From an optimization exercise on the open Yosys and OpenROAD flow, aimed at small area and a short achievable clock period; shortcuts taken in it are not production practice.
No run shown here included a check of the RTL's function; only the layout flow was run.
Power is estimated from default activity; no workload was simulated.

==> flow/design.v (outline; a module is shown in full before it is edited, if it fits) <==
// module multiplier: 3589 lines
// module FA: 4 lines
// module FAX: 6 lines
// module HA: 4 lines
// module HAN: 4 lines
// module OR2: 3 lines
// module FA1: 4 lines
// module MAJ: 3 lines
// module BTWO: 3 lines
// module BSGN: 3 lines
// module PPSEL: 3 lines
// module PPSELN: 3 lines
// module INV: 3 lines
// module NAND2: 3 lines
// module NOR2: 3 lines
// module XOR2: 3 lines
// module XNOR2: 3 lines
// module AOI21: 3 lines
// module OAI21: 3 lines
// module CPA: 994 lines
module multiplier (
    input clk,
    input rst,
    input start,
    input [31:0] A,
    input [31:0] B,
    input [7:0] Physical_address_in,
    input [31:0] PC_in,
    output [63:0] Product,
    output reg done,
    output reg [7:0] Physical_address_out,
    output reg [31:0] PC_out
);
  // ...
==> flow/flow/run.sh <==
#!/bin/bash
# Layout flow: the standard ORFS flow (standard.sh) with extra ORFS
# settings read from flow/knobs.txt (one VAR=value per line; @FLOW@ stands
# for this flow folder). Its output goes to standard.log.
set -euo pipefail
flowdir="$(pwd)/flow"
knobs=()
while IFS= read -r line; do
  [[ -z "$line" || "$line" == \#* ]] && continue
  knobs+=("${line//@FLOW@/$flowdir}")
done < flow/knobs.txt
bash standard.sh "${knobs[@]}" finish > standard.log 2>&1
==> flow/flow/downsize.tcl <==
# Start the layout from the smallest drive strength of every logic cell that
# synthesis sized up; the flow's timing repair then sizes up what needs it.
set n 0
foreach inst [[ord::get_db_block] getInsts] {
  set m [[$inst getMaster] getName]
  if {![regexp {^(sky130_fd_sc_hd__[a-z0-9]+)_([0-9]+)$} $m -> base size]} { continue }
  if {$size <= 1} { continue }
  if {[string match "*df*" $base] || [string match "*conb*" $base] || [string match "*clk*" $base] || [string match "*maj3*" $base]} { continue }
  set small [get_lib_cells -quiet ${base}_1]
  if {$small == ""} { continue }
  replace_cell [$inst getName] $small
  incr n
}
puts "downsize: $n cells set to drive strength 1"
==> flow/flow/knobs.txt <==
BUFFER_PORTS_ARGS=-buffer_cell sky130_fd_sc_hd__buf_1
PRE_FLOORPLAN_TCL=@FLOW@/downsize.tcl
==> flow/standard.sh <==
#!/bin/bash
# synth_recipe.tcl (not shown) runs the flow's synth.tcl, then flattens the netlist and writes it again
# the make line also repeats each setting of config.mk as NAME=value (left out here)
make -C /OpenROAD-flow-scripts/flow DESIGN_CONFIG=/design/flow/config.mk WORK_HOME=/design/flow/orfs CLKGATE_MAP_FILE= SYNTH_SCRIPT=/design/flow/synth_recipe.tcl "${@:-finish}"
==> flow/config.mk <==
export PLATFORM = sky130hd
export DESIGN_NAME = multiplier
export DESIGN_NICKNAME = multiplier
export VERILOG_FILES = /design/flow/design.v
export SDC_FILE = /design/flow/constraint.sdc
export NUM_CORES = 8
export LEC_CHECK = 0
export CAP_MARGIN = 20
export CORE_MARGIN = 2
export CORE_UTILIZATION = 40
export SETUP_SLACK_MARGIN = 0.6
export SLEW_MARGIN = 20
export SYNTH_HIERARCHICAL = 1
export SYNTH_MINIMUM_KEEP_SIZE = 0
==> flow/constraint.sdc <==
create_clock -name core_clock -period 5.0 [get_ports {clk}]
set_input_delay 1.0000 -clock core_clock [delete_from_list [all_inputs] [get_ports {clk}]]
set_output_delay 1.0000 -clock core_clock [all_outputs]
set_load 0.01 [all_outputs]
==> results.ini, run 1 <==
[run_status]
status = no timing/DRC/antenna violations

[route]
post_drt_wl_per_cell_um = 24.1
drt-met1-wl_um = 43000
highest_layer = met5
vias = 24099
post-route-drc-count = 0

[hold_path]
hold_path_class = in -> reg
min_from = PC_in[10]
hold_depth = 1

[clock_tree]
post_cts_buffers = 0

[sta]
period_share = 0.853
slew-limit-headroom = 0.422
drv_slew = 0
worstMarginPinSlew_ns = 0.866

[floorplan]
start_util = 0.402
die_width_um = 266
num_tap_cells = 882

[power]
power_mw = 23.6
powerSeq_mw = 2.55
power.share.sequential = 0.108
pwr.group.combinational_mw = 19.6
ir_drop_v = 0.000460
maxPowerGroup = combinational logic
leakagePower_nw = 11.6
powerDensity_nw_per_um2 = 745
power_clock_mw = 1.43
p_sw_frac = 0.530

[placement]
routabilityCongestion = 0.962
placed_area_um2 = 30900

[critical_path]
required_ns = 5.42
worstSetupStartpoint = B[7]

[finish]
sh_seq_area = 0.106
nClkBuffers = 19
clk_share = 0.0193

[grt]
met2_usage = 0.433

==> run 2, diff against run 1 <==
--- a/flow/design.v
+++ b/flow/design.v
@@ -2921,54 +2921,54 @@
   wire s524, c524;
   wire s525, c525;
   HAN u_0 (.a(ns12), .b(pp0_24), .s(s0), .co(c0));
   HAN u_1 (.a(pp0_25), .b(pp1_23), .s(s1), .co(c1));
   FA u_2 (.a(ns13), .b(pp0_26), .c(pp1_24), .s(s2), .co(c2));
   HAN u_3 (.a(pp2_22), .b(pp3_20), .s(s3), .co(c3));
   FA u_4 (.a(pp0_27), .b(pp1_25), .c(pp2_23), .s(s4), .co(c4));
   HAN u_5 (.a(pp3_21), .b(pp4_19), .s(s5), .co(c5));
-  FAX u_6 (.a(ns14), .b(pp0_28), .c(pp1_26), .s(s6), .co(c6));
-  FAX u_7 (.a(pp2_24), .b(pp3_22), .c(pp4_20), .s(s7), .co(c7));
+  FA u_6 (.a(ns14), .b(pp0_28), .c(pp1_26), .s(s6), .co(c6));
+  FA u_7 (.a(pp2_24), .b(pp3_22), .c(pp4_20), .s(s7), .co(c7));
   HAN u_8 (.a(pp5_18), .b(pp6_16), .s(s8), .co(c8));
-  FAX u_9 (.a(pp0_29), .b(pp1_27), .c(pp2_25), .s(s9), .co(c9));
+  FA u_9 (.a(pp0_29), .b(pp1_27), .c(pp2_25), .s(s9), .co(c9));
   FA u_10 (.a(pp3_23), .b(pp4_21), .c(pp5_19), .s(s10), .co(c10));
   HAN u_11 (.a(pp6_17), .b(pp7_15), .s(s11), .co(c11));
-  FAX u_12 (.a(ns15), .b(pp0_30), .c(pp1_28), .s(s12), .co(c12));
-  FAX u_13 (.a(pp2_26), .b(pp3_24), .c(pp4_22), .s(s13), .co(c13));
-  FAX u_14 (.a(pp5_20), .b(pp6_18), .c(pp7_16), .s(s14), .co(c14));
+  FA u_12 (.a(ns15), .b(pp0_30), .c(pp1_28), .s(s12), .co(c12));
+  FA u_13 (.a(pp2_26), .b(pp3_24), .c(pp4_22), .s(s13), .co(c13));
+  FA u_14 (.a(pp5_20), .b(pp6_18), .c(pp7_16), .s(s14), .co(c14));
   HAN u_15 (.a(pp8_14), .b(pp9_12), .s(s15), .co(c15));
   FAX u_16 (.a(pp0_31), .b(pp1_29), .c(pp2_27), .s(s16), .co(c16));
-  FAX u_17 (.a(pp3_25), .b(pp4_23), .c(pp5_21), .s(s17), .co(c17));
-  FAX u_18 (.a(pp6_19), .b(pp7_17), .c(pp8_15), .s(s18), .co(c18));
+  FA u_17 (.a(pp3_25), .b(pp4_23), .c(pp5_21), .s(s17), .co(c17));
+  FA u_18 (.a(pp6_19), .b(pp7_17), .c(pp8_15), .s(s18), .co(c18));
   HAN u_19 (.a(pp9_13), .b(pp10_11), .s(s19), .co(c19));
-  FAX u_20 (.a(pp16_0), .b(pp0_32), .c(pp1_30), .s(s20), .co(c20));
-  FAX u_21 (.a(pp2_28), .b(pp3_26), .c(pp4_24), .s(s21), .co(c21));
-  FAX u_22 (.a(pp5_22), .b(pp6_20), .c(pp7_18), .s(s22), .co(c22));
+  FA u_20 (.a(pp16_0), .b(pp0_32), .c(pp1_30), .s(s20), .co(c20));
+  FA u_21 (.a(pp2_28), .b(pp3_26), .c(pp4_24), .s(s21), .co(c21));
+  FA u_22 (.a(pp5_22), .b(pp6_20), .c(pp7_18), .s(s22), .co(c22));
   FA u_23 (.a(pp8_16), .b(pp9_14), .c(pp10_12), .s(s23), .co(c23));
   HA u_24 (.a(sgn0), .b(pp16_1), .s(s24), .co(c24));
-  FAX u_25 (.a(pp1_31), .b(pp2_29), .c(pp3_27), .s(s25), .co(c25));
-  FAX u_26 (.a(pp4_25), .b(pp5_23), .c(pp6_21), .s(s26), .co(c26));
+  FA u_25 (.a(pp1_31), .b(pp2_29), .c(pp3_27), .s(s25), .co(c25));
+  FA u_26 (.a(pp4_25), .b(pp5_23), .c(pp6_21), .s(s26), .co(c26));
   FA u_27 (.a(pp7_19), .b(pp8_17), .c(pp9_15), .s(s27), .co(c27));
   HAN u_28 (.a(pp10_13), .b(pp11_11), .s(s28), .co(c28));
   HA u_29 (.a(pp16_2), .b(pp1_32), .s(s29), .co(c29));
-  FAX u_30 (.a(pp2_30), .b(pp3_28), .c(pp4_26), .s(s30), .co(c30));
+  FA u_30 (.a(pp2_30), .b(pp3_28), .c(pp4_26), .s(s30), .co(c30));
   FA u_31 (.a(pp5_24), .b(pp6_22), .c(pp7_20), .s(s31), .co(c31));
   FA u_32 (.a(pp8_18), .b(pp9_16), .c(pp10_14), .s(s32), .co(c32));
   HAN u_33 (.a(pp11_12), .b(pp12_10), .s(s33), .co(c33));
-  FAX u_34 (.a(sgn1), .b(pp16_3), .c(pp2_31), .s(s34), .co(c34));
-  FAX u_35 (.a(pp3_29), .b(pp4_27), .c(pp5_25), .s(s35), .co(c35));
-  FAX u_36 (.a(pp6_23), .b(pp7_21), .c(pp8_19), .s(s36), .co(c36));
-  FAX u_37 (.a(pp9_17), .b(pp10_15), .c(pp11_13), .s(s37), .co(c37));
+  FA u_34 (.a(sgn1), .b(pp16_3), .c(pp2_31), .s(s34), .co(c34));
+  FA u_35 (.a(pp3_29), .b(pp4_27), .c(pp5_25), .s(s35), .co(c35));
+  FA u_36 (.a(pp6_23), .b(pp7_21), .c(pp8_19), .s(s36), .co(c36));
+  FA u_37 (.a(pp9_17), .b(pp10_15), .c(pp11_13), .s(s37), .co(c37));
   HA u_38 (.a(pp16_4), .b(pp2_32), .s(s38), .co(c38));
-  FAX u_39 (.a(pp3_30), .b(pp4_28), .c(pp5_26), .s(s39), .co(c39));
+  FA u_39 (.a(pp3_30), .b(pp4_28), .c(pp5_26), .s(s39), .co(c39));
   FA u_40 (.a(pp6_24), .b(pp7_22), .c(pp8_20), .s(s40), .co(c40));
   HAN u_41 (.a(pp9_18), .b(pp10_16), .s(s41), .co(c41));
   FA u_42 (.a(sgn2), .b(pp16_5), .c(pp3_31), .s(s42), .co(c42));
-  FAX u_43 (.a(pp4_29), .b(pp5_27), .c(pp6_25), .s(s43), .co(c43));
+  FA u_43 (.a(pp4_29), .b(pp5_27), .c(pp6_25), .s(s43), .co(c43));
   FA u_44 (.a(pp7_23), .b(pp8_21), .c(pp9_19), .s(s44), .co(c44));
   HA u_45 (.a(pp16_6), .b(pp3_32), .s(s45), .co(c45));
   FA u_46 (.a(pp4_30), .b(pp5_28), .c(pp6_26), .s(s46), .co(c46));
   HAN u_47 (.a(pp7_24), .b(pp8_22), .s(s47), .co(c47));
   FA u_48 (.a(sgn3), .b(pp16_7), .c(pp4_31), .s(s48), .co(c48));
   FA u_49 (.a(pp5_29), .b(pp6_27), .c(pp7_25), .s(s49), .co(c49));
   HA u_50 (.a(pp16_8), .b(pp4_32), .s(s50), .co(c50));
   HAN u_51 (.a(pp5_30), .b(pp6_28), .s(s51), .co(c51));
@@ -3005,73 +3005,73 @@
   FA u_81 (.a(pp11_3), .b(pp12_1), .c(c0), .s(s81), .co(c81));
   FA u_82 (.a(pp4_18), .b(pp5_16), .c(pp6_14), .s(s82), .co(c82));
   FA u_83 (.a(pp7_12), .b(pp8_10), .c(pp9_8), .s(s83), .co(c83));
   FA u_84 (.a(pp10_6), .b(pp11_4), .c(pp12_2), .s(s84), .co(c84));
   FA u_85 (.a(pp13_0), .b(c1), .c(s3), .s(s85), .co(c85));
   FA u_86 (.a(pp5_17), .b(pp6_15), .c(pp7_13), .s(s86), .co(c86));
   FA u_87 (.a(pp8_11), .b(pp9_9), .c(pp10_7), .s(s87), .co(c87));
   FA u_88 (.a(pp11_5), .b(pp12_3), .c(pp13_1), .s(s88), .co(c88));
-  FAX u_89 (.a(c3), .b(s5), .c(c2), .s(s89), .co(c89));
+  FA u_89 (.a(c3), .b(s5), .c(c2), .s(s89), .co(c89));
   FA u_90 (.a(pp7_14), .b(pp8_12), .c(pp9_10), .s(s90), .co(c90));
   FA u_91 (.a(pp10_8), .b(pp11_6), .c(pp12_4), .s(s91), .co(c91));
   FA u_92 (.a(pp13_2), .b(pp14_0), .c(c5), .s(s92), .co(c92));
-  FAX u_93 (.a(s8), .b(s6), .c(c4), .s(s93), .co(c93));
+  FA u_93 (.a(s8), .b(c4), .c(s6), .s(s93), .co(c93));
   FA u_94 (.a(pp8_13), .b(pp9_11), .c(pp10_9), .s(s94), .co(c94));
   FA u_95 (.a(pp11_7), .b(pp12_5), .c(pp13_3), .s(s95), .co(c95));
   FA u_96 (.a(pp14_1), .b(c8), .c(s11), .s(s96), .co(c96));
   FAX u_97 (.a(c6), .b(c7), .c(s9), .s(s97), .co(c97));
   FA u_98 (.a(pp10_10), .b(pp11_8), .c(pp12_6), .s(s98), .co(c98));
   FA u_99 (.a(pp13_4), .b(pp14_2), .c(pp15_0), .s(s99), .co(c99));
-  FAX u_100 (.a(c11), .b(s15), .c(c9), .s(s100), .co(c100));
-  FAX u_101 (.a(s12), .b(s13), .c(c10), .s(s101), .co(c101));
+  FA u_100 (.a(c11), .b(s15), .c(c9), .s(s100), .co(c100));
+  FAX u_101 (.a(c10), .b(s12), .c(s13), .s(s101), .co(c101));
   FA u_102 (.a(pp11_9), .b(pp12_7), .c(pp13_5), .s(s102), .co(c102));
   FA u_103 (.a(pp14_3), .b(pp15_1), .c(c15), .s(s103), .co(c103));
-  FAX u_104 (.a(s19), .b(c12), .c(c13), .s(s104), .co(c104));
-  FAX u_105 (.a(c14), .b(s16), .c(s17), .s(s105), .co(c105));
+  FA u_104 (.a(s19), .b(c12), .c(c13), .s(s104), .co(c104));
+  FAX u_105 (.a(s16), .b(c14), .c(s17), .s(s105), .co(c105));
   FA u_106 (.a(pp11_10), .b(pp12_8), .c(pp13_6), .s(s106), .co(c106));
   FA u_107 (.a(pp14_4), .b(pp15_2), .c(c19), .s(s107), .co(c107));
   FAX u_108 (.a(c16), .b(c17), .c(c18), .s(s108), .co(c108));
   FAX u_109 (.a(s20), .b(s21), .c(s22), .s(s109), .co(c109));
   FA u_110 (.a(pp12_9), .b(pp13_7), .c(s24), .s(s110), .co(c110));
-  FAX u_111 (.a(pp14_5), .b(pp15_3), .c(s28), .s(s111), .co(c111));
-  FAX u_112 (.a(c20), .b(c21), .c(c22), .s(s112), .co(c112));
-  FAX u_113 (.a(s25), .b(s26), .c(c23), .s(s113), .co(c113));
+  FA u_111 (.a(pp14_5), .b(pp15_3), .c(s28), .s(s111), .co(c111));
+  FA u_112 (.a(c20), .b(c21), .c(c22), .s(s112), .co(c112));
+  FAX u_113 (.a(c23), .b(s25), .c(s26), .s(s113), .co(c113));
   FA u_114 (.a(c24), .b(pp13_8), .c(pp14_6), .s(s114), .co(c114));
   FAX u_115 (.a(pp15_4), .b(c28), .c(s29), .s(s115), .co(c115));
-  FAX u_116 (.a(s33), .b(c25), .c(c26), .s(s116), .co(c116));
-  FAX u_117 (.a(s30), .b(c27), .c(s31), .s(s117), .co(c117));
+  FA u_116 (.a(s33), .b(c25), .c(c26), .s(s116), .co(c116));
+  FAX u_117 (.a(c27), .b(s30), .c(s31), .s(s117), .co(c117));
   FA u_118 (.a(pp12_11), .b(pp13_9), .c(pp14_7), .s(s118), .co(c118));
-  FAX u_119 (.a(pp15_5), .b(s34), .c(c33), .s(s119), .co(c119));
-  FAX u_120 (.a(c30), .b(c29), .c(c31), .s(s120), .co(c120));
-  FAX u_121 (.a(s35), .b(s36), .c(c32), .s(s121), .co(c121));
+  FAX u_119 (.a(pp15_5), .b(c33), .c(s34), .s(s119), .co(c119));
+  FA u_120 (.a(c29), .b(c30), .c(c31), .s(s120), .co(c120));
+  FAX u_121 (.a(c32), .b(s35), .c(s36), .s(s121), .co(c121));
   FA u_122 (.a(pp11_14), .b(pp12_12), .c(pp13_10), .s(s122), .co(c122));
   FAX u_123 (.a(pp14_8), .b(pp15_6), .c(s38), .s(s123), .co(c123));
   FA u_124 (.a(s41), .b(c34), .c(c35), .s(s124), .co(c124));
-  FAX u_125 (.a(c36), .b(c37), .c(s39), .s(s125), .co(c125));
+  FA u_125 (.a(c36), .b(c37), .c(s39), .s(s125), .co(c125));
   FA u_126 (.a(pp10_17), .b(pp11_15), .c(pp12_13), .s(s126), .co(c126));
   FA u_127 (.a(pp13_11), .b(pp14_9), .c(pp15_7), .s(s127), .co(c127));
-  FAX u_128 (.a(c41), .b(c38), .c(s42), .s(s128), .co(c128));
-  FAX u_129 (.a(c39), .b(s43), .c(c40), .s(s129), .co(c129));
+  FA u_128 (.a(c41), .b(c38), .c(s42), .s(s128), .co(c128));
+  FA u_129 (.a(c39), .b(c40), .c(s43), .s(s129), .co(c129));
   FA u_130 (.a(pp9_20), .b(pp10_18), .c(pp11_16), .s(s130), .co(c130));
   FA u_131 (.a(pp12_14), .b(pp13_12), .c(pp14_10), .s(s131), .co(c131));
-  FAX u_132 (.a(pp15_8), .b(s47), .c(s45), .s(s132), .co(c132));
-  FAX u_133 (.a(c43), .b(c42), .c(c44), .s(s133), .co(c133));
+  FA u_132 (.a(pp15_8), .b(s47), .c(s45), .s(s132), .co(c132));
+  FA u_133 (.a(c42), .b(c43), .c(c44), .s(s133), .co(c133));
   FA u_134 (.a(pp8_23), .b(pp9_21), .c(pp10_19), .s(s134), .co(c134));
   FA u_135 (.a(pp11_17), .b(pp12_15), .c(pp13_13), .s(s135), .co(c135));
   FAX u_136 (.a(pp14_11), .b(pp15_9), .c(s48), .s(s136), .co(c136));
-  FAX u_137 (.a(c47), .b(c45), .c(c46), .s(s137), .co(c137));
+  FA u_137 (.a(c47), .b(c45), .c(c46), .s(s137), .co(c137));
   FA u_138 (.a(pp7_26), .b(pp8_24), .c(pp9_22), .s(s138), .co(c138));
   FA u_139 (.a(pp10_20), .b(pp11_18), .c(pp12_16), .s(s139), .co(c139));
   FA u_140 (.a(pp13_14), .b(pp14_12), .c(pp15_10), .s(s140), .co(c140));
-  FAX u_141 (.a(s51), .b(c48), .c(s50), .s(s141), .co(c141));
+  FA u_141 (.a(s51), .b(c48), .c(s50), .s(s141), .co(c141));
   FA u_142 (.a(pp6_29), .b(pp7_27), .c(pp8_25), .s(s142), .co(c142));
   FA u_143 (.a(pp9_23), .b(pp10_21), .c(pp11_19), .s(s143), .co(c143));
   FA u_144 (.a(pp12_17), .b(pp13_15), .c(pp14_13), .s(s144), .co(c144));
-  FAX u_145 (.a(pp15_11), .b(c51), .c(s52), .s(s145), .co(c145));
+  FA u_145 (.a(pp15_11), .b(c51), .c(s52), .s(s145), .co(c145));
   FA u_146 (.a(s53), .b(pp5_32), .c(pp6_30), .s(s146), .co(c146));
   FA u_147 (.a(pp7_28), .b(pp8_26), .c(pp9_24), .s(s147), .co(c147));
   FA u_148 (.a(pp10_22), .b(pp11_20), .c(pp12_18), .s(s148), .co(c148));
   FA u_149 (.a(pp13_16), .b(pp14_14), .c(pp15_12), .s(s149), .co(c149));
   FA u_150 (.a(sgn5), .b(pp16_11), .c(c53), .s(s150), .co(c150));
   FA u_151 (.a(pp6_31), .b(pp7_29), .c(pp8_27), .s(s151), .co(c151));
   FA u_152 (.a(pp9_25), .b(pp10_23), .c(pp11_21), .s(s152), .co(c152));
   FA u_153 (.a(pp12_19), .b(pp13_17), .c(pp14_15), .s(s153), .co(c153));
@@ -3131,62 +3131,62 @@
   FA u_206 (.a(c73), .b(s0), .c(c70), .s(s206), .co(c206));
   FA u_207 (.a(c71), .b(c72), .c(s74), .s(s207), .co(c207));
   FA u_208 (.a(s75), .b(s76), .c(s77), .s(s208), .co(c208));
   FA u_209 (.a(s1), .b(c74), .c(c75), .s(s209), .co(c209));
   FA u_210 (.a(c76), .b(c77), .c(s78), .s(s210), .co(c210));
   FA u_211 (.a(s79), .b(s80), .c(s81), .s(s211), .co(c211));
   FA u_212 (.a(c78), .b(c79), .c(c80), .s(s212), .co(c212));
   FA u_213 (.a(s82), .b(s83), .c(s84), .s(s213), .co(c213));
-  FAX u_214 (.a(s2), .b(c81), .c(s85), .s(s214), .co(c214));
+  FA u_214 (.a(s2), .b(c81), .c(s85), .s(s214), .co(c214));
   FA u_215 (.a(c82), .b(c83), .c(c84), .s(s215), .co(c215));
   FA u_216 (.a(s86), .b(s87), .c(s88), .s(s216), .co(c216));
-  FAX u_217 (.a(s4), .b(c85), .c(s89), .s(s217), .co(c217));
+  FA u_217 (.a(s4), .b(c85), .c(s89), .s(s217), .co(c217));
   FA u_218 (.a(c86), .b(c87), .c(c88), .s(s218), .co(c218));
-  FA u_219 (.a(s7), .b(s90), .c(s91), .s(s219), .co(c219));
+  FA u_219 (.a(s90), .b(s91), .c(s7), .s(s219), .co(c219));
   FAX u_220 (.a(s92), .b(c89), .c(s93), .s(s220), .co(c220));
   FA u_221 (.a(c90), .b(c91), .c(s94), .s(s221), .co(c221));
   FA u_222 (.a(s95), .b(s10), .c(c92), .s(s222), .co(c222));
-  FAX u_223 (.a(s97), .b(c93), .c(s96), .s(s223), .co(c223));
+  FAX u_223 (.a(s96), .b(s97), .c(c93), .s(s223), .co(c223));
   FA u_224 (.a(c94), .b(c95), .c(s98), .s(s224), .co(c224));
-  FAX u_225 (.a(s14), .b(s99), .c(c96), .s(s225), .co(c225));
-  FAX u_226 (.a(s100), .b(c97), .c(s101), .s(s226), .co(c226));
+  FA u_225 (.a(s99), .b(s14), .c(c96), .s(s225), .co(c225));
+  FAX u_226 (.a(c97), .b(s100), .c(s101), .s(s226), .co(c226));
   FA u_227 (.a(c98), .b(c99), .c(s102), .s(s227), .co(c227));
-  FAX u_228 (.a(s18), .b(c100), .c(s103), .s(s228), .co(c228));
-  FAX u_229 (.a(s104), .b(c101), .c(s105), .s(s229), .co(c229));
+  FA u_228 (.a(s18), .b(s103), .c(c100), .s(s228), .co(c228));
+  FAX u_229 (.a(s105), .b(c101), .c(s104), .s(s229), .co(c229));
   FA u_230 (.a(c102), .b(s106), .c(s23), .s(s230), .co(c230));
-  FAX u_231 (.a(c103), .b(c104), .c(s107), .s(s231), .co(c231));
+  FAX u_231 (.a(c103), .b(s107), .c(c104), .s(s231), .co(c231));
   FAX u_232 (.a(s108), .b(c105), .c(s109), .s(s232), .co(c232));
-  FAX u_233 (.a(c106), .b(s110), .c(s27), .s(s233), .co(c233));
-  FAX u_234 (.a(s111), .b(c107), .c(c108), .s(s234), .co(c234));
-  FAX u_235 (.a(s112), .b(c109), .c(s113), .s(s235), .co(c235));
+  FA u_233 (.a(c106), .b(s110), .c(s27), .s(s233), .co(c233));
+  FA u_234 (.a(c107), .b(c108), .c(s111), .s(s234), .co(c234));
+  FAX u_235 (.a(c109), .b(s113), .c(s112), .s(s235), .co(c235));
   FA u_236 (.a(c110), .b(s114), .c(s32), .s(s236), .co(c236));
-  FAX u_237 (.a(c111), .b(c112), .c(s115), .s(s237), .co(c237));
-  FAX u_238 (.a(s116), .b(c113), .c(s117), .s(s238), .co(c238));
-  FAX u_239 (.a(s37), .b(c114), .c(s118), .s(s239), .co(c239));
-  FAX u_240 (.a(s119), .b(c116), .c(c115), .s(s240), .co(c240));
-  FAX u_241 (.a(s120), .b(s121), .c(c117), .s(s241), .co(c241));
+  FAX u_237 (.a(s115), .b(c111), .c(c112), .s(s237), .co(c237));
+  FAX u_238 (.a(c113), .b(s117), .c(s116), .s(s238), .co(c238));
+  FA u_239 (.a(c114), .b(s118), .c(s37), .s(s239), .co(c239));
+  FA u_240 (.a(s119), .b(c115), .c(c116), .s(s240), .co(c240));
+  FAX u_241 (.a(c117), .b(s121), .c(s120), .s(s241), .co(c241));
   FA u_242 (.a(c118), .b(s122), .c(s40), .s(s242), .co(c242));
   FAX u_243 (.a(s123), .b(c119), .c(c120), .s(s243), .co(c243));
-  FAX u_244 (.a(s125), .b(c121), .c(s124), .s(s244), .co(c244));
+  FAX u_244 (.a(c121), .b(s124), .c(s125), .s(s244), .co(c244));
   FA u_245 (.a(c122), .b(s126), .c(s127), .s(s245), .co(c245));
   FAX u_246 (.a(s44), .b(c123), .c(s128), .s(s246), .co(c246));
-  FAX u_247 (.a(c125), .b(c124), .c(s129), .s(s247), .co(c247));
+  FAX u_247 (.a(c124), .b(c125), .c(s129), .s(s247), .co(c247));
   FA u_248 (.a(c126), .b(c127), .c(s130), .s(s248), .co(c248));
   FAX u_249 (.a(s131), .b(s46), .c(s132), .s(s249), .co(c249));
-  FAX u_250 (.a(c129), .b(c128), .c(s133), .s(s250), .co(c250));
+  FAX u_250 (.a(c128), .b(c129), .c(s133), .s(s250), .co(c250));
   FA u_251 (.a(c130), .b(c131), .c(s134), .s(s251), .co(c251));
   FAX u_252 (.a(s135), .b(s49), .c(s136), .s(s252), .co(c252));
   FAX u_253 (.a(c133), .b(c132), .c(s137), .s(s253), .co(c253));
   FA u_254 (.a(c134), .b(c135), .c(c49), .s(s254), .co(c254));
   FA u_255 (.a(s138), .b(s139), .c(s140), .s(s255), .co(c255));
-  FAX u_256 (.a(c137), .b(c136), .c(s141), .s(s256), .co(c256));
+  FAX u_256 (.a(c136), .b(c137), .c(s141), .s(s256), .co(c256));
   FA u_257 (.a(c138), .b(c139), .c(c140), .s(s257), .co(c257));
   FA u_258 (.a(c50), .b(s142), .c(s143), .s(s258), .co(c258));
-  FAX u_259 (.a(s144), .b(s145), .c(c141), .s(s259), .co(c259));
+  FAX u_259 (.a(s144), .b(c141), .c(s145), .s(s259), .co(c259));
   FA u_260 (.a(c142), .b(c143), .c(c144), .s(s260), .co(c260));
   FA u_261 (.a(c52), .b(s146), .c(s147), .s(s261), .co(c261));
   FA u_262 (.a(s148), .b(s149), .c(c145), .s(s262), .co(c262));
   FA u_263 (.a(pp15_13), .b(s150), .c(c146), .s(s263), .co(c263));
   FA u_264 (.a(c147), .b(c148), .c(c149), .s(s264), .co(c264));
   FA u_265 (.a(s151), .b(s152), .c(s153), .s(s265), .co(c265));
   FA u_266 (.a(pp15_14), .b(c150), .c(s154), .s(s266), .co(c266));
   FA u_267 (.a(s157), .b(c151), .c(c152), .s(s267), .co(c267));
@@ -3254,56 +3254,56 @@
   FA u_328 (.a(s198), .b(c196), .c(s199), .s(s328), .co(c328));
   FA u_329 (.a(c197), .b(s200), .c(c198), .s(s329), .co(c329));
   FA u_330 (.a(c199), .b(s201), .c(s202), .s(s330), .co(c330));
   FA u_331 (.a(c200), .b(s203), .c(c201), .s(s331), .co(c331));
   FA u_332 (.a(c202), .b(s204), .c(s205), .s(s332), .co(c332));
   FA u_333 (.a(c203), .b(c204), .c(s206), .s(s333), .co(c333));
   FA u_334 (.a(c205), .b(s207), .c(s208), .s(s334), .co(c334));
   FA u_335 (.a(c206), .b(c207), .c(c208), .s(s335), .co(c335));
-  FAX u_336 (.a(s209), .b(s210), .c(s211), .s(s336), .co(c336));
+  FA u_336 (.a(s209), .b(s210), .c(s211), .s(s336), .co(c336));
   FA u_337 (.a(c209), .b(c210), .c(s212), .s(s337), .co(c337));
-  FAX u_338 (.a(s214), .b(s213), .c(c211), .s(s338), .co(c338));
-  FAX u_339 (.a(c212), .b(c213), .c(s215), .s(s339), .co(c339));
-  FAX u_340 (.a(s216), .b(s217), .c(c214), .s(s340), .co(c340));
-  FAX u_341 (.a(c215), .b(c216), .c(s218), .s(s341), .co(c341));
-  FAX u_342 (.a(c217), .b(s219), .c(s220), .s(s342), .co(c342));
+  FA u_338 (.a(s213), .b(c211), .c(s214), .s(s338), .co(c338));
+  FA u_339 (.a(c212), .b(c213), .c(s215), .s(s339), .co(c339));
+  FAX u_340 (.a(s216), .b(c214), .c(s217), .s(s340), .co(c340));
+  FA u_341 (.a(c215), .b(c216), .c(s218), .s(s341), .co(c341));
+  FAX u_342 (.a(s219), .b(s220), .c(c217), .s(s342), .co(c342));
   FA u_343 (.a(c218), .b(c219), .c(s221), .s(s343), .co(c343));
-  FAX u_344 (.a(s222), .b(c220), .c(s223), .s(s344), .co(c344));
-  FAX u_345 (.a(c221), .b(s225), .c(s224), .s(s345), .co(c345));
+  FAX u_344 (.a(s222), .b(s223), .c(c220), .s(s344), .co(c344));
+  FAX u_345 (.a(c221), .b(s224), .c(s225), .s(s345), .co(c345));
   FAX u_346 (.a(c222), .b(c223), .c(s226), .s(s346), .co(c346));
   FAX u_347 (.a(c224), .b(s227), .c(s228), .s(s347), .co(c347));
   FAX u_348 (.a(c225), .b(c226), .c(s229), .s(s348), .co(c348));
   FAX u_349 (.a(c227), .b(s230), .c(s231), .s(s349), .co(c349));
-  FAX u_350 (.a(c228), .b(c229), .c(s232), .s(s350), .co(c350));
-  FAX u_351 (.a(s233), .b(c230), .c(s234), .s(s351), .co(c351));
+  FAX u_350 (.a(c228), .b(s232), .c(c229), .s(s350), .co(c350));
+  FAX u_351 (.a(c230), .b(s233), .c(s234), .s(s351), .co(c351));
   FAX u_352 (.a(c231), .b(c232), .c(s235), .s(s352), .co(c352));
-  FAX u_353 (.a(c233), .b(c234), .c(s236), .s(s353), .co(c353));
+  FAX u_353 (.a(c233), .b(s236), .c(c234), .s(s353), .co(c353));
   FAX u_354 (.a(s237), .b(c235), .c(s238), .s(s354), .co(c354));
-  FAX u_355 (.a(s239), .b(c236), .c(c237), .s(s355), .co(c355));
-  FAX u_356 (.a(s240), .b(c238), .c(s241), .s(s356), .co(c356));
-  FAX u_357 (.a(c239), .b(s243), .c(s242), .s(s357), .co(c357));
-  FAX u_358 (.a(c240), .b(s244), .c(c241), .s(s358), .co(c358));
-  FAX u_359 (.a(s246), .b(c242), .c(s245), .s(s359), .co(c359));
+  FAX u_355 (.a(c236), .b(s239), .c(c237), .s(s355), .co(c355));
+  FAX u_356 (.a(c238), .b(s240), .c(s241), .s(s356), .co(c356));
+  FAX u_357 (.a(c239), .b(s242), .c(s243), .s(s357), .co(c357));
+  FAX u_358 (.a(c240), .b(c241), .c(s244), .s(s358), .co(c358));
+  FAX u_359 (.a(c242), .b(s245), .c(s246), .s(s359), .co(c359));
   FAX u_360 (.a(c243), .b(s247), .c(c244), .s(s360), .co(c360));
-  FAX u_361 (.a(s249), .b(c245), .c(s248), .s(s361), .co(c361));
-  FAX u_362 (.a(c246), .b(c247), .c(s250), .s(s362), .co(c362));
+  FAX u_361 (.a(c245), .b(s248), .c(s249), .s(s361), .co(c361));
+  FAX u_362 (.a(c246), .b(s250), .c(c247), .s(s362), .co(c362));
   FAX u_363 (.a(c248), .b(s252), .c(s251), .s(s363), .co(c363));
-  FAX u_364 (.a(c249), .b(c250), .c(s253), .s(s364), .co(c364));
+  FAX u_364 (.a(c249), .b(s253), .c(c250), .s(s364), .co(c364));
   FAX u_365 (.a(c251), .b(s254), .c(c252), .s(s365), .co(c365));
-  FAX u_366 (.a(s255), .b(c253), .c(s256), .s(s366), .co(c366));
-  FAX u_367 (.a(c254), .b(c255), .c(s257), .s(s367), .co(c367));
-  FA u_368 (.a(s258), .b(s259), .c(c256), .s(s368), .co(c368));
-  FAX u_369 (.a(c257), .b(c258), .c(s260), .s(s369), .co(c369));
+  FAX u_366 (.a(s255), .b(s256), .c(c253), .s(s366), .co(c366));
+  FA u_367 (.a(c254), .b(c255), .c(s257), .s(s367), .co(c367));
+  FA u_368 (.a(s258), .b(c256), .c(s259), .s(s368), .co(c368));
+  FA u_369 (.a(c257), .b(c258), .c(s260), .s(s369), .co(c369));
   FAX u_370 (.a(s261), .b(c259), .c(s262), .s(s370), .co(c370));
-  FAX u_371 (.a(c260), .b(s263), .c(c261), .s(s371), .co(c371));
+  FA u_371 (.a(c260), .b(s263), .c(c261), .s(s371), .co(c371));
   FAX u_372 (.a(s264), .b(s265), .c(c262), .s(s372), .co(c372));
   FA u_373 (.a(c263), .b(c264), .c(s266), .s(s373), .co(c373));
   FA u_374 (.a(c265), .b(s267), .c(s268), .s(s374), .co(c374));
-  FAX u_375 (.a(c267), .b(c266), .c(s269), .s(s375), .co(c375));
+  FA u_375 (.a(c267), .b(c266), .c(s269), .s(s375), .co(c375));
   FA u_376 (.a(s270), .b(c268), .c(s271), .s(s376), .co(c376));
   FA u_377 (.a(s272), .b(c270), .c(c269), .s(s377), .co(c377));
   FA u_378 (.a(s273), .b(c271), .c(s274), .s(s378), .co(c378));
   FA u_379 (.a(c272), .b(s275), .c(s276), .s(s379), .co(c379));
   FA u_380 (.a(c273), .b(c274), .c(s277), .s(s380), .co(c380));
   FA u_381 (.a(c275), .b(s278), .c(s279), .s(s381), .co(c381));
   FA u_382 (.a(c276), .b(c277), .c(s280), .s(s382), .co(c382));
   FA u_383 (.a(c278), .b(s281), .c(s282), .s(s383), .co(c383));
@@ -3341,45 +3341,45 @@
   FA u_414 (.a(c309), .b(s311), .c(c310), .s(s414), .co(c414));
   FA u_415 (.a(c311), .b(s313), .c(c312), .s(s415), .co(c415));
   FA u_416 (.a(c313), .b(s315), .c(c314), .s(s416), .co(c416));
   FA u_417 (.a(c315), .b(c316), .c(s317), .s(s417), .co(c417));
   FA u_418 (.a(c317), .b(s319), .c(c318), .s(s418), .co(c418));
   FA u_419 (.a(c319), .b(s321), .c(c320), .s(s419), .co(c419));
   FA u_420 (.a(c321), .b(s323), .c(c322), .s(s420), .co(c420));
   FA u_421 (.a(c323), .b(s325), .c(c324), .s(s421), .co(c421));
-  FAX u_422 (.a(c325), .b(s327), .c(c326), .s(s422), .co(c422));
-  FAX u_423 (.a(c327), .b(s329), .c(c328), .s(s423), .co(c423));
-  FAX u_424 (.a(c329), .b(s331), .c(c330), .s(s424), .co(c424));
-  FAX u_425 (.a(c331), .b(s333), .c(c332), .s(s425), .co(c425));
-  FAX u_426 (.a(c333), .b(c334), .c(s335), .s(s426), .co(c426));
+  FA u_422 (.a(c325), .b(s327), .c(c326), .s(s422), .co(c422));
+  FA u_423 (.a(c327), .b(s329), .c(c328), .s(s423), .co(c423));
+  FA u_424 (.a(c329), .b(s331), .c(c330), .s(s424), .co(c424));
+  FA u_425 (.a(c331), .b(s333), .c(c332), .s(s425), .co(c425));
+  FA u_426 (.a(c333), .b(c334), .c(s335), .s(s426), .co(c426));
   FAX u_427 (.a(c335), .b(s337), .c(c336), .s(s427), .co(c427));
   FAX u_428 (.a(c337), .b(s339), .c(c338), .s(s428), .co(c428));
   FAX u_429 (.a(c339), .b(s341), .c(c340), .s(s429), .co(c429));
   FAX u_430 (.a(c341), .b(s343), .c(c342), .s(s430), .co(c430));
-  FAX u_431 (.a(s345), .b(c343), .c(c344), .s(s431), .co(c431));
-  FAX u_432 (.a(c345), .b(s347), .c(c346), .s(s432), .co(c432));
-  FAX u_433 (.a(c347), .b(s349), .c(c348), .s(s433), .co(c433));
-  FAX u_434 (.a(s351), .b(c349), .c(c350), .s(s434), .co(c434));
-  FAX u_435 (.a(c351), .b(s353), .c(c352), .s(s435), .co(c435));
+  FAX u_431 (.a(c343), .b(s345), .c(c344), .s(s431), .co(c431));
+  FAX u_432 (.a(s347), .b(c345), .c(c346), .s(s432), .co(c432));
+  FAX u_433 (.a(s349), .b(c348), .c(c347), .s(s433), .co(c433));
+  FAX u_434 (.a(c349), .b(s351), .c(c350), .s(s434), .co(c434));
+  FAX u_435 (.a(s353), .b(c351), .c(c352), .s(s435), .co(c435));
   FAX u_436 (.a(s355), .b(c353), .c(c354), .s(s436), .co(c436));
-  FAX u_437 (.a(c355), .b(s357), .c(c356), .s(s437), .co(c437));
+  FAX u_437 (.a(s357), .b(c355), .c(c356), .s(s437), .co(c437));
   FAX u_438 (.a(s359), .b(c357), .c(c358), .s(s438), .co(c438));
   FAX u_439 (.a(s361), .b(c359), .c(c360), .s(s439), .co(c439));
   FAX u_440 (.a(s363), .b(c361), .c(c362), .s(s440), .co(c440));
   FAX u_441 (.a(c363), .b(s365), .c(c364), .s(s441), .co(c441));
   FAX u_442 (.a(c365), .b(s367), .c(c366), .s(s442), .co(c442));
   FAX u_443 (.a(c367), .b(s369), .c(s370), .s(s443), .co(c443));
   FAX u_444 (.a(c369), .b(s371), .c(s372), .s(s444), .co(c444));
-  FAX u_445 (.a(c371), .b(s373), .c(s374), .s(s445), .co(c445));
-  FAX u_446 (.a(s375), .b(c373), .c(c374), .s(s446), .co(c446));
-  FAX u_447 (.a(c375), .b(s377), .c(c376), .s(s447), .co(c447));
-  FAX u_448 (.a(c377), .b(c378), .c(s379), .s(s448), .co(c448));
-  FAX u_449 (.a(c379), .b(c380), .c(s381), .s(s449), .co(c449));
-  FAX u_450 (.a(s383), .b(c381), .c(s384), .s(s450), .co(c450));
+  FA u_445 (.a(c371), .b(s373), .c(s374), .s(s445), .co(c445));
+  FA u_446 (.a(c373), .b(s375), .c(c374), .s(s446), .co(c446));
+  FA u_447 (.a(c375), .b(s377), .c(c376), .s(s447), .co(c447));
+  FA u_448 (.a(c377), .b(c378), .c(s379), .s(s448), .co(c448));
+  FA u_449 (.a(c379), .b(c380), .c(s381), .s(s449), .co(c449));
+  FA u_450 (.a(s383), .b(c381), .c(s384), .s(s450), .co(c450));
   FA u_451 (.a(c383), .b(s385), .c(s386), .s(s451), .co(c451));
   FA u_452 (.a(c385), .b(s387), .c(s388), .s(s452), .co(c452));
   FA u_453 (.a(c387), .b(s389), .c(s390), .s(s453), .co(c453));
   FA u_454 (.a(c389), .b(c390), .c(s391), .s(s454), .co(c454));
   FA u_455 (.a(c391), .b(c392), .c(s393), .s(s455), .co(c455));
   FA u_456 (.a(s395), .b(c393), .c(s396), .s(s456), .co(c456));
   FA u_457 (.a(c395), .b(s397), .c(s398), .s(s457), .co(c457));
   FA u_458 (.a(s399), .b(c397), .c(s400), .s(s458), .co(c458));
@@ -3401,49 +3401,49 @@
   FA u_473 (.a(c306), .b(c411), .c(s412), .s(s473), .co(c473));
   FA u_474 (.a(s310), .b(c412), .c(s413), .s(s474), .co(c474));
   FA u_475 (.a(s312), .b(c413), .c(s414), .s(s475), .co(c475));
   FA u_476 (.a(s314), .b(c414), .c(s415), .s(s476), .co(c476));
   FA u_477 (.a(s316), .b(c415), .c(s416), .s(s477), .co(c477));
   FA u_478 (.a(s318), .b(c416), .c(s417), .s(s478), .co(c478));
   FA u_479 (.a(s320), .b(c417), .c(s418), .s(s479), .co(c479));
   FA u_480 (.a(s322), .b(c418), .c(s419), .s(s480), .co(c480));
-  FAX u_481 (.a(s324), .b(c419), .c(s420), .s(s481), .co(c481));
-  FAX u_482 (.a(s326), .b(c420), .c(s421), .s(s482), .co(c482));
-  FAX u_483 (.a(s328), .b(s422), .c(c421), .s(s483), .co(c483));
-  FAX u_484 (.a(s330), .b(s423), .c(c422), .s(s484), .co(c484));
-  FAX u_485 (.a(s332), .b(s424), .c(c423), .s(s485), .co(c485));
-  FAX u_486 (.a(s334), .b(s425), .c(c424), .s(s486), .co(c486));
+  FA u_481 (.a(s324), .b(c419), .c(s420), .s(s481), .co(c481));
+  FA u_482 (.a(s326), .b(c420), .c(s421), .s(s482), .co(c482));
+  FAX u_483 (.a(s328), .b(c421), .c(s422), .s(s483), .co(c483));
+  FAX u_484 (.a(s330), .b(c422), .c(s423), .s(s484), .co(c484));
+  FAX u_485 (.a(s332), .b(c423), .c(s424), .s(s485), .co(c485));
+  FAX u_486 (.a(s334), .b(c424), .c(s425), .s(s486), .co(c486));
   FAX u_487 (.a(s336), .b(c425), .c(s426), .s(s487), .co(c487));
-  FAX u_488 (.a(s338), .b(c426), .c(s427), .s(s488), .co(c488));
+  FAX u_488 (.a(s338), .b(s427), .c(c426), .s(s488), .co(c488));
   FAX u_489 (.a(s340), .b(s428), .c(c427), .s(s489), .co(c489));
   FAX u_490 (.a(s342), .b(s429), .c(c428), .s(s490), .co(c490));
-  FAX u_491 (.a(s344), .b(c429), .c(s430), .s(s491), .co(c491));
+  FAX u_491 (.a(s344), .b(s430), .c(c429), .s(s491), .co(c491));
   FAX u_492 (.a(s346), .b(s431), .c(c430), .s(s492), .co(c492));
   FAX u_493 (.a(s348), .b(s432), .c(c431), .s(s493), .co(c493));
   FAX u_494 (.a(s350), .b(c432), .c(s433), .s(s494), .co(c494));
   FAX u_495 (.a(s352), .b(s434), .c(c433), .s(s495), .co(c495));
   FAX u_496 (.a(s354), .b(c434), .c(s435), .s(s496), .co(c496));
   FAX u_497 (.a(s356), .b(s436), .c(c435), .s(s497), .co(c497));
   FAX u_498 (.a(s358), .b(s437), .c(c436), .s(s498), .co(c498));
   FAX u_499 (.a(s360), .b(s438), .c(c437), .s(s499), .co(c499));
   FAX u_500 (.a(s362), .b(s439), .c(c438), .s(s500), .co(c500));
   FAX u_501 (.a(s364), .b(s440), .c(c439), .s(s501), .co(c501));
   FAX u_502 (.a(s366), .b(s441), .c(c440), .s(s502), .co(c502));
   FAX u_503 (.a(s368), .b(s442), .c(c441), .s(s503), .co(c503));
   FAX u_504 (.a(c368), .b(s443), .c(c442), .s(s504), .co(c504));
   FAX u_505 (.a(c370), .b(s444), .c(c443), .s(s505), .co(c505));
   FAX u_506 (.a(c372), .b(c444), .c(s445), .s(s506), .co(c506));
-  FAX u_507 (.a(s376), .b(s446), .c(c445), .s(s507), .co(c507));
-  FAX u_508 (.a(s378), .b(s447), .c(c446), .s(s508), .co(c508));
+  FAX u_507 (.a(s376), .b(c445), .c(s446), .s(s507), .co(c507));
+  FAX u_508 (.a(s378), .b(c446), .c(s447), .s(s508), .co(c508));
   FAX u_509 (.a(s380), .b(c447), .c(s448), .s(s509), .co(c509));
   FAX u_510 (.a(s382), .b(c448), .c(s449), .s(s510), .co(c510));
-  FAX u_511 (.a(c382), .b(c449), .c(s450), .s(s511), .co(c511));
-  FAX u_512 (.a(c384), .b(c450), .c(s451), .s(s512), .co(c512));
-  FAX u_513 (.a(c386), .b(s452), .c(c451), .s(s513), .co(c513));
+  FA u_511 (.a(c382), .b(c449), .c(s450), .s(s511), .co(c511));
+  FA u_512 (.a(c384), .b(c450), .c(s451), .s(s512), .co(c512));
+  FA u_513 (.a(c386), .b(s452), .c(c451), .s(s513), .co(c513));
   FA u_514 (.a(c388), .b(s453), .c(c452), .s(s514), .co(c514));
   FA u_515 (.a(s392), .b(c453), .c(s454), .s(s515), .co(c515));
   FA u_516 (.a(s394), .b(c454), .c(s455), .s(s516), .co(c516));
   FA u_517 (.a(c394), .b(c455), .c(s456), .s(s517), .co(c517));
   FA u_518 (.a(c396), .b(c456), .c(s457), .s(s518), .co(c518));
   FA u_519 (.a(c398), .b(s458), .c(c457), .s(s519), .co(c519));
   FA u_520 (.a(c400), .b(c458), .c(s459), .s(s520), .co(c520));
   FA u_521 (.a(c401), .b(c459), .c(s460), .s(s521), .co(c521));
==> flow/flow/downsize.tcl (replaced) <==
# Start the layout from the smallest drive strength of every logic cell that
# synthesis sized up; the flow's timing repair then sizes up what needs it.
set n 0
foreach inst [[ord::get_db_block] getInsts] {
  set m [[$inst getMaster] getName]
  if {![regexp {^(sky130_fd_sc_hd__[a-z0-9]+)_([0-9]+)$} $m -> base size]} { continue }
  if {$size <= 1} { continue }
  if {[string match "*df*" $base] || [string match "*conb*" $base] || [string match "*clk*" $base]} { continue }
  set small [get_lib_cells -quiet ${base}_1]
  if {$small == ""} { continue }
  replace_cell [$inst getName] $small
  incr n
}
puts "downsize: $n cells set to drive strength 1"
==> results.ini, run 2 <==
[run_status]
status = no timing/DRC/antenna violations

[sta]
slew-limit-headroom = 0.469  ; +0.0464
period_share = 0.873  ; +0.0199
layout_min_cycle_time_ns = 4.36
worstMarginPinSlew_ns = 0.797  ; -0.0697 ns
rsz0062_at_grt = yes
setup-tns-final_ns = 0
hold_violations = 0
fmax_mhz = 229
drv_slew = 0  ; unchanged
setup_viol = 0

[critical_path]
end_kind = flip-flop
worstPathMaxFanout = 13
required_ns = 5.33  ; -0.09 ns
max_stage_delay_ns = 0.51
critPathSlowestCell = fa_1
crit_top_cell = xor2_1
worstSetupStartpoint = B[15]
critPathLaunchType = primary input
crit_type = in -> reg
cp_data_arrival_time_ns = 4.70
path_cells = buf_2 -> buf_12 -> buf_4 -> xor2_1 -> a22oi_1 -> fa_1 -> fa_1 -> maj3_1 -> maj3_1 -> xor2_1 -> xor2_1 -> xor2_1

[power]
p_sw_frac = 0.552  ; +0.0219
powerDensity_nw_per_um2 = 767  ; +3.0%
power.share.clock = 0.060
p_int_mw = 10.9
leakagePower_nw = 11.5  ; -0.50%
ir_drop_v = 0.000482  ; +4.7%
power.share.sequential = 0.106  ; -0.002
power_frac_comb = 0.835
power.switching_mw = 13.4

[hold_path]
hold_path_class = in -> reg
min_from = PC_in[12]

[finish]
largest_reg_flops = 32
fill_cells = 6194
multiInputGateArea_um2 = 23600
layout_commonest_cell = xor2_1
mostFrequentLayoutCells = 821 x xor2_1, 523 x a22oi_1, 363 x fa_1
fin_util = 0.479
layout-drive-gt1-share = 0.0978
nNetsFinal = 3616
register_area_um2 = 3360
fin_cells = 4015
top_regs = PC_out (32), Physical_address_out (8)
regMostFlops = PC_out

[route]
ant_nets = 0
drt_iter0_markers = 2792
viasPerCell = 5.96
wl_um = 106000
post_drt_wl_per_cell_um = 26.3  ; +9.1%
first_pass_iters = 6
post-route-drc-count = 0  ; unchanged
vias = 23921  ; -0.74%

[placement]
dp_cells = 3977
routabilityCongestion = 0.982  ; +2.1%
port-buffer-count = 211
hpwl_um = 88100

[floorplan]
rows = 94
coreArea_um2 = 66000
ios = 212
die-area_um2 = 68900
start_util = 0.405  ; +0.00265
die_h_um = 262
die_width_um = 262  ; -1.3%

[flow_run]
drv_cap = 0

[synth]
yosysWarningCount = 7
synth_cells = 2702

[grt]
grt_max_degree = 41
grt_pass1_vias = 24464
grt_pass1_wl_um = 155000
grt.total_usage = 0.299
antenna_found_initial = 2
grt_remaining_overflow = 0

[clock_tree]
clkSinkCount = 168
ctsHoldBuffers = 0
cts_buffer_depth = 2
numCtsBuffers = 17
htreeDepth = 4
clk_pin_slew_ns = 0.08
root_buffer = clkbuf_16
cts_tree = built

==> run 2: changes by cell type in the layout (fill, tap and decap cells not counted), sizes merged, moves of 16 or more <==
cell and delta:
buf +16, maj3 -68, fa +68, xor2 -136
==> run 2: final timing paths <==
check | cells past startpoint | endpoint
worst max-delay path | 12 | r39_1$_DFF_P_
worst min-delay path | 1 | PC_out[12]$_DFF_P_
==> run 2: power groups by stage <==
stage	Combinational (mW)	Sequential, mW	Clock, mW
6_report	20.2	2.56	1.45
5_1_grt	21.7	2.61	1.52
4_1_cts	19.7	2.55	1.47
3_5_place_dp	19.6	2.58	0
3_3_place_gp	19.3	2.56	0
2_1_floorplan	12.9	2.49	0
==> run 2: metrics by stage <==
step                setup WS, ns  hold slack, ns  power (mW)  instance area (um2)
CTS                        0.589           0.604        23.7                31300
floorplan                  0.602            1.03        15.4                26900
finish                     0.636           0.617        24.2                31600
global route               0.517           0.608        25.8                31600
detailed placement        0.0323            1.09        22.2                30700
global placement           0.118            1.09        21.9                30700
==> run 2: timing repair <==
| item | CTS | global route |
|---|---|---|
| cloned | 0 | 2 |
| endpoints found under the setup margin | 13 | 61 |
| resized for setup | 7 | 51 |
| pin swaps | 0 | 3 |
| buffers inserted | 0 | 1 |
==> run 2: worst max-delay path, delay by kind of cell <==
family	cells	cell delay [ns]
compound gates	1	0.16
xor+xnor	4	1.07
fa+ha+maj	4	1.79
buf+inv	3	0.65
==> run 2: cell type report <==
class,count,area share
Antenna cell,3,0.000238
Sequential cell,168,0.106
Clock buffer,17,0.0135
Timing Repair Buffer,411,0.0874
Multi-Input combinational cell,2505,0.748
Tap cell,864,0.0342
Clock inverter,15,0.00681
Inverter,32,0.00380
==> run 2: per-layer routing <==
metal,part of all wire,global-route usage,up-vias,wire length [um]
li1,-,-,10443,-
met4,0.037,0.105,0,3910
met2,0.45,0.477,1193,47400
met1,0.43,0.407,12125,45300
met5,0,0,-,0
met3,0.086,0.0558,160,9120

## static timing again, ports no longer ideal
The results above use ideal ports. As a check the final layouts listed here were re-extracted and re-timed, cells and wires unchanged. Step 1 assumes that a clkbuf_16 drives the clock port and a buf_2 every other input. Step 2 adds t to the input delays and takes it off the output delays; t is the mean of the earliest and latest rising clock arrival at the registers after step 1. Input paths then give back, and output paths get back, about the clock's delay inside the block. Three values: ideal ports, drivers, drivers and shift; two values: the first two.
| run | shift t [ns] | slack for setup (ns) | worst setup path at the end | slew at the worst register clock pin (ns) |
|---|---|---|---|---|
| run 1 | 0.534 | 0.735 / 0.686 / 0.191 | input to register | 0.09 / 0.09 |
| run 2 | 0.505 | 0.636 / 0.635 / 0.139 | input to register | 0.09 / 0.09 |
After both steps every run listed still meets setup and hold. For run 1, which loses most, drivers alone change the setup slack by -0.049 ns; drivers and shift together by -0.544 ns.
